From an optimization exercise on the open Yosys and OpenROAD flow, aimed at small area and few clock cycles; shortcuts taken in it are not production practice.
Only simulation tests tie the RTL to the original design; equivalence was not proved.
Power is estimated from default activity; no workload was simulated.

## Apply
module Apply (
		input wire [29:0] f,
		input wire [29:0] g,
		input wire [1:0]  typeIn,
		input wire valid,
		output wire simpleCaseHit,
		output wire [29:0] simpleCaseResult,
		output wire validOut,
		output wire [29:0] fn,
		output wire [29:0] fnv,
		output wire [29:0] gn,
		output wire [29:0] gnv,
		output wire quantifyOut,
		output wire [29:0] outF,
		output wire [29:0] outG,
		output wire [1:0] outType,
		output wire [9:0] topOut,
		input wire insertValueIntoSimpleCache,
		input wire [17:0] simpleCacheIndex,
		input wire [1:0] simpleCacheValue,
		input wire [15:0] avs_config_address,
		input wire avs_config_write,
		input wire [31:0] avs_config_writedata,
		input wire avs_config_read,
		output wire [31:0] avs_config_readdata,
		output wire avs_config_readdatavalid,
		output wire avs_config_waitrequest,
		output reg [127:0] aso_var_request_data,
		input wire aso_var_request_ready,
		output reg aso_var_request_valid,
		output reg [127:0] aso_node_request_data,
		input wire aso_node_request_ready,
		output reg aso_node_request_valid,
		output reg [127:0] aso_cache_request_data,
		input wire aso_cache_request_ready,
		output reg aso_cache_request_valid,
		input wire [95:0] asi_result_data,
		input wire [1:0] asi_result_channel,
		input wire asi_result_valid,
		input wire [15:0] asi_var_data,
		input wire asi_var_valid,
		input wire clk,
		input wire reset
	);
Settings: LEC_CHECK=0, CAP_MARGIN=20, CORE_MARGIN=2, CORE_UTILIZATION=40, PLACE_DENSITY=0.6, SLEW_MARGIN=20; clock period 10.0 ns.
run.sh (not shown) runs the stock make flow with config.mk's settings and CLKGATE_MAP_FILE= SYNTH_SCRIPT=/design/flow/synth_recipe.tcl, a recipe that flattens the netlist after the stock synthesis.
The first run went through all stages and came out clean.
Testbench counts at the start, summed over its fixed seeds: cycles 30,243.
==> next run, changes <==
- CTS_BUF_LIST: default -> sky130_fd_sc_hd__clkbuf_8
- CTS_CLUSTER_SIZE: default -> 30
Wire length climbs by about 0.6%.
Final area drops by 0.62%.
Cell count climbs by about 2%.
Power drops by 4.4%.
Critical path depth does not change.
Clock skew climbs by 0.011 ns.
Die area is unchanged.
==> next run, changes <==
==> flow/flow/run.sh (new file) <==
#!/bin/bash
# Standard layout, with the smallest buffer on the ports instead of the default delay buffer.
set -euo pipefail
bash standard.sh 'BUFFER_PORTS_ARGS=-buffer_cell sky130_fd_sc_hd__buf_1' finish > standard_flow.log 2>&1
==> flow/standard.sh (new file) <==
#!/bin/bash
# synth_recipe.tcl (not shown) runs the flow's synth.tcl, then flattens the netlist and writes it again
# the make line also repeats each setting of config.mk as NAME=value (left out here)
make -C /OpenROAD-flow-scripts/flow DESIGN_CONFIG=/design/flow/config.mk WORK_HOME=/design/flow/orfs CLKGATE_MAP_FILE= SYNTH_SCRIPT=/design/flow/synth_recipe.tcl "${@:-finish}"
removed: flow/run.sh
Routed wire length is lower by about 2%.
Flip-flop and latch count does not change.
Design area is lower by 5.6%.
Setup slack gains 0.36 ns.
Synthesized cell count is unchanged.
Clock-buffer cell count is higher by 3.
Hold slack loses 0.023 ns.
Global-route usage is lower by 0.63 points.

* * *

== run 1 ==
Apply, a different RTL version from the one above (not shown whole).
For scale: about 3,700 cells after synthesis, roughly 1,000 flip-flops, roughly 900 I/O pins, ~48,000 sq um of cells after synthesis.
export LEC_CHECK = 0
export CAP_MARGIN = 20
export CORE_MARGIN = 2
export CORE_UTILIZATION = 40
export CTS_CLUSTER_DIAMETER = 100
export CTS_CLUSTER_SIZE = 28
export PLACE_DENSITY = 0.6
export SLEW_MARGIN = 20
create_clock -name core_clock -period 10.0 [get_ports {clk}]
standard.sh (not shown) runs the stock make flow with config.mk's settings and CLKGATE_MAP_FILE= SYNTH_SCRIPT=/design/flow/synth_recipe.tcl, a recipe that flattens the netlist after the stock synthesis.
==> flow/flow/run.sh <==
#!/bin/bash
# Standard layout (the standard.sh) with three changes:
#  - synthesis maps the logic with an area-oriented ABC script; the registers
#    are mapped by the standard synthesis before ABC runs, so they are the same;
#  - the ports get the smallest buffer (buf_1) instead of the default delay buffer;
#  - constant outputs share one tie cell per value instead of one tie cell each.
# Each step's full output goes to its own log file in this folder.
set -euo pipefail
cp -r "$FLOW_HOME/scripts" ./scripts_area
cat > ./scripts_area/abc_area.script <<'ABC'
strash
ifraig
dc2
strash
&get -n
&dch -f
&nf
&put
ABC
bash standard.sh "SCRIPTS_DIR=$PWD/scripts_area" ABC_AREA=1 synth > synth_flow.log 2>&1
bash standard.sh 'BUFFER_PORTS_ARGS=-buffer_cell sky130_fd_sc_hd__buf_1' SKIP_REPAIR_TIE_FANOUT=1 finish > standard_flow.log 2>&1
Testbench counts of run 1, summed over its fixed seeds: cycles 30,243.
Changes in run 2 relative to run 1:
- CTS_CLUSTER_SIZE: 28 -> 24
Findings:
- Highest ir drop seen on vdd shrinks by more than 10% when moving from run 1 to run 2.
- There was hardly any difference in register-to-register path setup slack between run 1 and run 2.
- Comparing run 1 against run 2, there is no change at all in max-cap violation count.
- The detailed-route wire length per cell of run 1 and that of run 2 are within noise of each other.
- There was hardly any difference in fraction of layout instances using a drive strength above 1 between run 2 and run 1.
- Run 2: clock latency at the later pin of the worst-skew pair is 0.02 ns lower than what run 1 reported.
- | number of nets in the layout | run 2 vs run 1 | ≈ equal |
- ~same final area in run 2 and run 1
- Of the two candidates, run 1 has the better final critical-path setup slack and run 2 the worse one.
- Run 2 ended with more final total power than run 1.
- There was hardly any difference in total net switching power between run 1 and run 2.
--- input diff run 2..run 3 ---
- changing CTS_CLUSTER_DIAMETER from 100 to 80
- changing CTS_CLUSTER_SIZE from 24 to 30
Findings:
Count of buffer and inverter cells on the critical path: run 2 vs run 3 identical
Combined global-route utilization of all metal layers of run 2 is on par with run 3.
Comparing run 3 with run 2, the global-route wire length before repair came out essentially unchanged.
Comparing run 2 and run 3, switching share of total power is higher on run 3.
Diff run 2 -> run 3 | total power consumption of the routed design | up by a few percent

* * *

Setup of exp/ember:
Another version of the RTL of Apply (not shown whole).
For scale: ~4100 cells after synthesis, about 900 I/O pins, roughly 0.051 mm2 of cells after synthesis.
export LEC_CHECK = 0
export CAP_MARGIN = 20
export CORE_MARGIN = 2
export CORE_UTILIZATION = 40
export PLACE_DENSITY = 0.6
export SLEW_MARGIN = 20
create_clock -name core_clock -period 10.0 [get_ports {clk}]
==> flow/flow/run.sh <==
#!/bin/bash
# Standard layout, with the smallest buffer on the ports instead of the default delay buffer.
set -euo pipefail
bash standard.sh 'BUFFER_PORTS_ARGS=-buffer_cell sky130_fd_sc_hd__buf_1' finish > standard_flow.log 2>&1
Testbench counts of exp/ember, summed over its fixed seeds: cycles 30,243.
What exp/onyx does differently from exp/ember at the input level:
Settings: CTS_CLUSTER_SIZE now 24, previously not set; CTS_CLUSTER_DIAMETER now 100, previously not set.
Results
Summary — sequential share of cell area, exp/onyx relative to exp/ember: higher, by 1.9 points.
Area overhead of the layout relative to synthesis, exp/ember and exp/onyx: higher on exp/ember
Layout filler cell count (exp/onyx vs. exp/ember) increases slightly
Diff exp/ember -> exp/onyx: count of clock-buffer cells in the layout dropped about 50%, smallest setup slack after layout lost 9.1 ps, post-route worst hold slack saw an increase, combined area of the multi-input logic cells held steady, fraction of area in multi-input gates climbed 1.1 points.
Changes in exp/umber relative to exp/onyx:
Settings: a change of CTS_CLUSTER_DIAMETER from 100 to 150; a change of CTS_CLUSTER_SIZE from 24 to 20.
All of exp/onyx and exp/umber finish clean. Total number of H-tree levels delta (exp/umber -> exp/onyx): insignificant. For the transition time at the pin with the least slew margin, exp/umber came in 120 ps higher than exp/onyx did. The arrival time of the worst setup path number comes out higher for exp/umber vs exp/onyx. Between exp/onyx and exp/umber, the relative contribution of combinational cells to total power does not differ in any meaningful way. Routed wire length delta (exp/umber -> exp/onyx): insignificant. Looking at exp/onyx and exp/umber, the global-route usage is a wash. On power, exp/onyx and exp/umber are neck and neck. Via count essentially unchanged between exp/onyx and exp/umber.
Inputs modified between exp/umber and exp/raven:
Settings: swapping 150 for 100 in CTS_CLUSTER_DIAMETER; swapping 20 for 24 in CTS_CLUSTER_SIZE.
==> flow/flow/run.sh <==
#!/bin/bash
# Standard layout with two changes:
#  - synthesis maps the logic with an area-oriented ABC script (registers are
#    mapped by the standard synthesis before ABC runs, so they are unchanged);
#  - the ports get the smallest buffer instead of the default delay buffer.
set -euo pipefail
cp -r "$FLOW_HOME/scripts" ./scripts_area
cat > ./scripts_area/abc_area.script <<'ABC'
strash
ifraig
dc2
strash
&get -n
&dch -f
&nf
&put
ABC
bash standard.sh "SCRIPTS_DIR=$PWD/scripts_area" ABC_AREA=1 synth > synth_flow.log 2>&1
bash standard.sh 'BUFFER_PORTS_ARGS=-buffer_cell sky130_fd_sc_hd__buf_1' finish > standard_flow.log 2>&1
Results
- exp/raven finished all stages; the layout is clean.
- Layout overhead on the synthesized area, exp/raven and exp/umber: lower on exp/umber
- exp/raven reports a lower area fraction in compound gates after synthesis than exp/umber does.
- Worst setup slack: exp/raven vs exp/umber down 370 ps
- Lower count of non-CTS buffers in the layout among exp/raven and exp/umber: exp/umber
- exp/raven -> exp/umber: flip-flop and latch count delta 0, exact match
- On area after synthesis, exp/raven does better than exp/umber.
- Post-layout minimum cycle time: exp/raven higher than exp/umber
- Global-route usage sits lower in exp/raven than in exp/umber.

## re-timing with driven ports
The results above use ideal ports. As a check the final layouts listed here were re-extracted and re-timed, cells and wires unchanged.
Step 1, drivers: a clkbuf_16 drives clk and a buf_2 each remaining input, both assumed.
Step 2 adds t to the input delays and takes it off the output delays; t is the mean of the earliest and latest rising clock arrival at the registers after step 1. Input paths then give back, and output paths get back, about the clock's delay inside the block.
Slacks: ideal ports / drivers / drivers and shift; pairs: ideal ports / drivers.
| run | t (ns) | setup WS [ns] | hold slack, ns | slew at the worst register clock pin (ns) |
|---|---|---|---|---|
| the first run of note 1 | 0.804 | 0.405 / 0.375 / 0.375 | 0.516 / 0.516 / 0.516 | 0.07 / 0.07 |
| the second run of note 1 | 0.970 | 0.396 / 0.366 / 0.366 | 0.516 / 0.516 / 0.516 | 0.07 / 0.07 |
| the third run of note 1 | 0.978 | 0.758 / 0.690 / 0.714 | 0.493 / 0.493 / 0.493 | 0.07 / 0.07 |
| run 1 | 0.731 | 1.038 / 0.979 / 0.979 | 0.473 / 0.473 / 0.473 | 0.12 / 0.12 |
| run 2 | 0.728 | 1.034 / 0.975 / 0.975 | 0.473 / 0.473 / 0.473 | 0.11 / 0.11 |
| run 3 | 0.771 | 1.062 / 1.002 / 1.002 | 0.465 / 0.465 / 0.465 | 0.12 / 0.12 |
| exp/ember | 0.787 | 1.217 / 1.067 / 1.067 | 0.528 / 0.528 / 0.528 | 0.07 / 0.07 |
| exp/onyx | 0.782 | 1.208 / 1.048 / 1.048 | 0.537 / 0.537 / 0.537 | 0.10 / 0.10 |
| exp/umber | 0.792 | 1.182 / 1.009 / 1.009 | 0.534 / 0.534 / 0.534 | 0.11 / 0.11 |
| exp/raven | 0.778 | 0.808 / 0.624 / 0.624 | 0.515 / 0.515 / 0.515 | 0.11 / 0.11 |
After both steps setup and hold are still met in every run listed. The setup slack of exp/raven, which loses most, moves by -0.184 ns with the drivers and by -0.184 ns with both steps.
